What follows belongs to an exercise in optimizing a design on an open flow for small area; a production flow would make more cautious choices.
Function was checked by simulation only, so behaviour that the tests miss may differ from the original.

==> run G: inputs <==
// connect4_core
module connect4_core(Clk, Reset, Left1, Right1, Drop1, Start1, Left2, Right2, Drop2, Start2, VGA_Red0, VGA_Green0, VGA_Blue0, VGA_Red1, VGA_Green1, VGA_Blue1, VGA_Red2, VGA_Green2, VGA_Hsync, VGA_Vsync, Ld6
, Ld5, Ld4, Ld3, Ld2, Ld1, Ld0, board, colors, selected_col, player, game_over, winner, start_state, end_state);
clock: 10.0 ns
lec_check: 0
abc_area: 1
cap_margin: 20
core_margin: 2
core_utilization: 55
slew_margin: 20
standard.sh (not shown) runs the stock make flow with config.mk's settings and CLKGATE_MAP_FILE= SYNTH_SCRIPT=/design/flow/synth_recipe.tcl, a recipe that flattens the netlist after the stock synthesis.
==> flow/flow/run.sh <==
#!/bin/bash
# Layout flow: the standard flow (standard.sh, unchanged synthesis script
# and register set) with these changes:
#  - ABC maps the logic for area (amap, flow/abc_area.script) instead of the
#    delay-aware map of ORFS's abc_area.script (the clock period is generous);
#  - yosys leaves half/full adders to ABC (ADDER_MAP_FILE empty);
#  - ports are buffered with buf_1 cells;
#  - the clock tree is built from clkbuf_8 cells, without dummy loads.
# Each tool's output is in orfs/logs/; make's own output is in standard.log.
set -uo pipefail
W=$(pwd)
mkdir -p scripts
for f in "$FLOW_HOME"/scripts/*; do ln -sf "$f" scripts/; done
rm -f scripts/abc_area.script
cp flow/abc_area.script scripts/abc_area.script
export SCRIPTS_DIR="$W/scripts"
export ADDER_MAP_FILE=
export BUFFER_PORTS_ARGS="-buffer_cell sky130_fd_sc_hd__buf_1"
export CTS_ARGS="-sink_clustering_enable -repair_clock_nets -buf_list sky130_fd_sc_hd__clkbuf_8 -dont_use_dummy_load"
bash standard.sh > standard.log 2>&1
==> flow/flow/abc_area.script <==
strash
dch -f
amap -m
topo
==> run B: changes against run G <==
==> flow/run.sh (new file) <==
#!/bin/bash
# synth_recipe.tcl (not shown) runs the flow's synth.tcl, then flattens the netlist and writes it again
# the make line also repeats each setting of config.mk as NAME=value (left out here)
make -C /OpenROAD-flow-scripts/flow DESIGN_CONFIG=/design/flow/config.mk WORK_HOME=/design/flow/orfs CLKGATE_MAP_FILE= SYNTH_SCRIPT=/design/flow/synth_recipe.tcl finish
--- a/flow/config.mk
+++ b/flow/config.mk
@@ -8,5 +8,5 @@
 export ABC_AREA = 1
 export CAP_MARGIN = 20
 export CORE_MARGIN = 2
-export CORE_UTILIZATION = 55
+export CORE_UTILIZATION = 40
 export SLEW_MARGIN = 20
removed: flow/flow/run.sh
removed: flow/flow/abc_area.script
removed: flow/standard.sh
==> qor summary <==
item	run G	run B
Outcome	timing/DRC/antenna clean	timing/DRC/antenna clean
Count of TritonRoute iterations in the first routing pass	11	5
Non-clock buffer total of the final layout	130	125
Max Fclk	0.153 GHz	0.180 GHz
Worst hold path cell count	2	1
Clock insertion delay at the later pin of the skew report	0.39 ns	0.37 ns
Seq/total area	19.7%	15.3%
Filler cell count	1,425	2,557
Met3 track utilization from global routing	17.4%	8.34%
Final estimated routing congestion in global placement	1.17	1.04
Fin worst setup slack	3.44 ns	4.45 ns
Effective utilization at floorplan	55.8%	41.0%
FP Rows	44	56
Final cell count without fillers	1,650	2,137
ANT cells	1	0
Global routing met2 resource utilization	64.0%	50.7%
Clk slew on worst S/H paths	0.10 ns	0.09 ns
Global-route wire length before repair	57,400 um	70,300 um
Largest net degree at the start of global routing	63	51
Worst-case setup slack after placement	4.08 ns	4.88 ns
Leading cell type by number of instances after synthesis	nor2_1	nand2_1
Vias per std cell	7.13	5.85
Post-synthesis share of cell area spent on xor and xnor gates	0%	0.363%
Switching part of the total	26.2%	48.8%

---

==> inputs of run a <==
connect4_core, a different RTL version from the one above (not shown whole).
==> flow/design.v (excerpt) <==
module connect4_core(Clk, Reset, Left1, Right1, Drop1, Start1, Left2, Right2, Drop2, Start2, VGA_Red0, VGA_Green0, VGA_Blue0, VGA_Red1, VGA_Green1, VGA_Blue1, VGA_Red2, VGA_Green2, VGA_Hsync, VGA_Vsync, Ld6
, Ld5, Ld4, Ld3, Ld2, Ld1, Ld0, board, colors, selected_col, player, game_over, winner, start_state, end_state);
  input Clk;
  wire Clk;
  input Reset;
  wire Reset;
  input Left1;
  wire Left1;
  input Right1;
  wire Right1;
  input Drop1;
  wire Drop1;
  input Start1;
  wire Start1;
  input Left2;
  wire Left2;
  input Right2;
  wire Right2;
  input Drop2;
  wire Drop2;
  input Start2;
  wire Start2;
  output VGA_Red0;
  wire VGA_Red0;
  output VGA_Green0;
  wire VGA_Green0;
  output VGA_Blue0;
  reg VGA_Blue0;
  output VGA_Red1;
  reg VGA_Red1;
  output VGA_Green1;
  reg VGA_Green1;
  output VGA_Blue1;
  wire VGA_Blue1;
  output VGA_Red2;
  wire VGA_Red2;
  output VGA_Green2;
  wire VGA_Green2;
  output VGA_Hsync;
  wire VGA_Hsync;
  output VGA_Vsync;
  wire VGA_Vsync;
  ...
Settings: LEC_CHECK=0, ABC_AREA=1, CAP_MARGIN=20, CORE_MARGIN=2, CORE_UTILIZATION=55, SLEW_MARGIN=20; clock period 10.0 ns.
==> flow/flow/run.sh <==
#!/bin/bash
# Layout flow: the standard flow (standard.sh, unchanged synthesis script
# and register set) with these changes:
#  - ABC maps the logic for area (amap, flow/abc_area.script) instead of the
#    delay-aware map of ORFS's abc_area.script (the clock period is generous);
#  - yosys leaves half/full adders to ABC (ADDER_MAP_FILE empty);
#  - ports are buffered with buf_1 cells;
#  - the clock tree is built from clkbuf_8 cells, without dummy loads.
# Each tool's output is in orfs/logs/; make's own output is in standard.log.
set -uo pipefail
W=$(pwd)
mkdir -p scripts
for f in "$FLOW_HOME"/scripts/*; do ln -sf "$f" scripts/; done
rm -f scripts/abc_area.script
cp flow/abc_area.script scripts/abc_area.script
export SCRIPTS_DIR="$W/scripts"
export ADDER_MAP_FILE=
export BUFFER_PORTS_ARGS="-buffer_cell sky130_fd_sc_hd__buf_1"
export CTS_ARGS="-sink_clustering_enable -repair_clock_nets -buf_list sky130_fd_sc_hd__clkbuf_8 -dont_use_dummy_load"
bash standard.sh > standard.log 2>&1
==> flow/flow/abc_area.script <==
strash
dch -f
amap -m
topo
==> run b: changes against run a <==
--- a/flow/flow/run.sh
+++ b/flow/flow/run.sh
@@ -1,7 +1,7 @@
 #!/bin/bash
 # Layout flow: the standard flow (standard.sh, unchanged synthesis script
 # and register set) with these changes:
-#  - ABC maps the logic for area (amap, flow/abc_area.script) instead of the
+#  - ABC maps the logic for area (&nf -a, flow/abc_area.script) instead of the
 #    delay-aware map of ORFS's abc_area.script (the clock period is generous);
 #  - yosys leaves half/full adders to ABC (ADDER_MAP_FILE empty);
 #  - ports are buffered with buf_1 cells;
==> flow/flow/abc_area.script (replaced) <==
strash
&get -n
&dch -f
&nf -a -R 1000 -F 10 -A 10
&put
topo
==> impl_metrics.toml <==
[finish]
clk_share = 0.0160

[setup_path]
ff2ff_path_depth = 28

[timing]
worstMarginPinSlew_ps = 1160
setup_ws_ps = 3070

[drt]
vias = 9625

[run_status]
status = "finished clean"

[global_routing]
met3_usage = 0.0929

[power_and_ir_drop]
swShare = 0.570
power_leakage_nw = 2.46
finalPower_mw = 1.83
the above is filed under run a

==> impl_metrics.toml <==
[timing]
worstMarginPinSlew_ps = 1100

[run_status]
status = "finished clean"

[power_and_ir_drop]
power_leakage_nw = 2.45
finalPower_mw = 1.08
swShare = 0.467

[finish]
clk_share = 0.0162

[global_routing]
met3_usage = 0.127

[drt]
vias = 9257

[setup_path]
ff2ff_path_depth = 25
the above is filed under run b

==> what the ideal ports hide <==
Ports are ideal in the flow. The routed layouts listed here were re-timed in OpenROAD. Step 1: set_driving_cell puts a clkbuf_16 on Clk and a buf_2 on each other input, an assumption about the parent block. Step 2 also shifts input and output timing later by t, the mid clock arrival at the registers, as if the neighbouring blocks saw the same clock. Three values: ideal, step 1, step 2; two values: the first two.
| run | t, ns | slack for setup (ns) | clock arrival spread, ns | worst slew at a driven data input, ns |
|---|---|---|---|---|
| run G of note 1 | 0.414 | 3.444 / 3.405 / 3.819 | 0.023 / 0.023 | 0.04 |
| run B of note 1 | 0.410 | 4.447 / 4.398 / 4.808 | 0.024 / 0.024 | 0.04 |
| run a of note 2 | 0.404 | 3.071 / 3.030 / 3.434 | 0.037 / 0.037 | 0.03 |
| run b of note 2 | 0.403 | 3.444 / 3.405 / 3.752 | 0.034 / 0.035 | 0.03 |
After both steps every run listed still meets setup and hold.
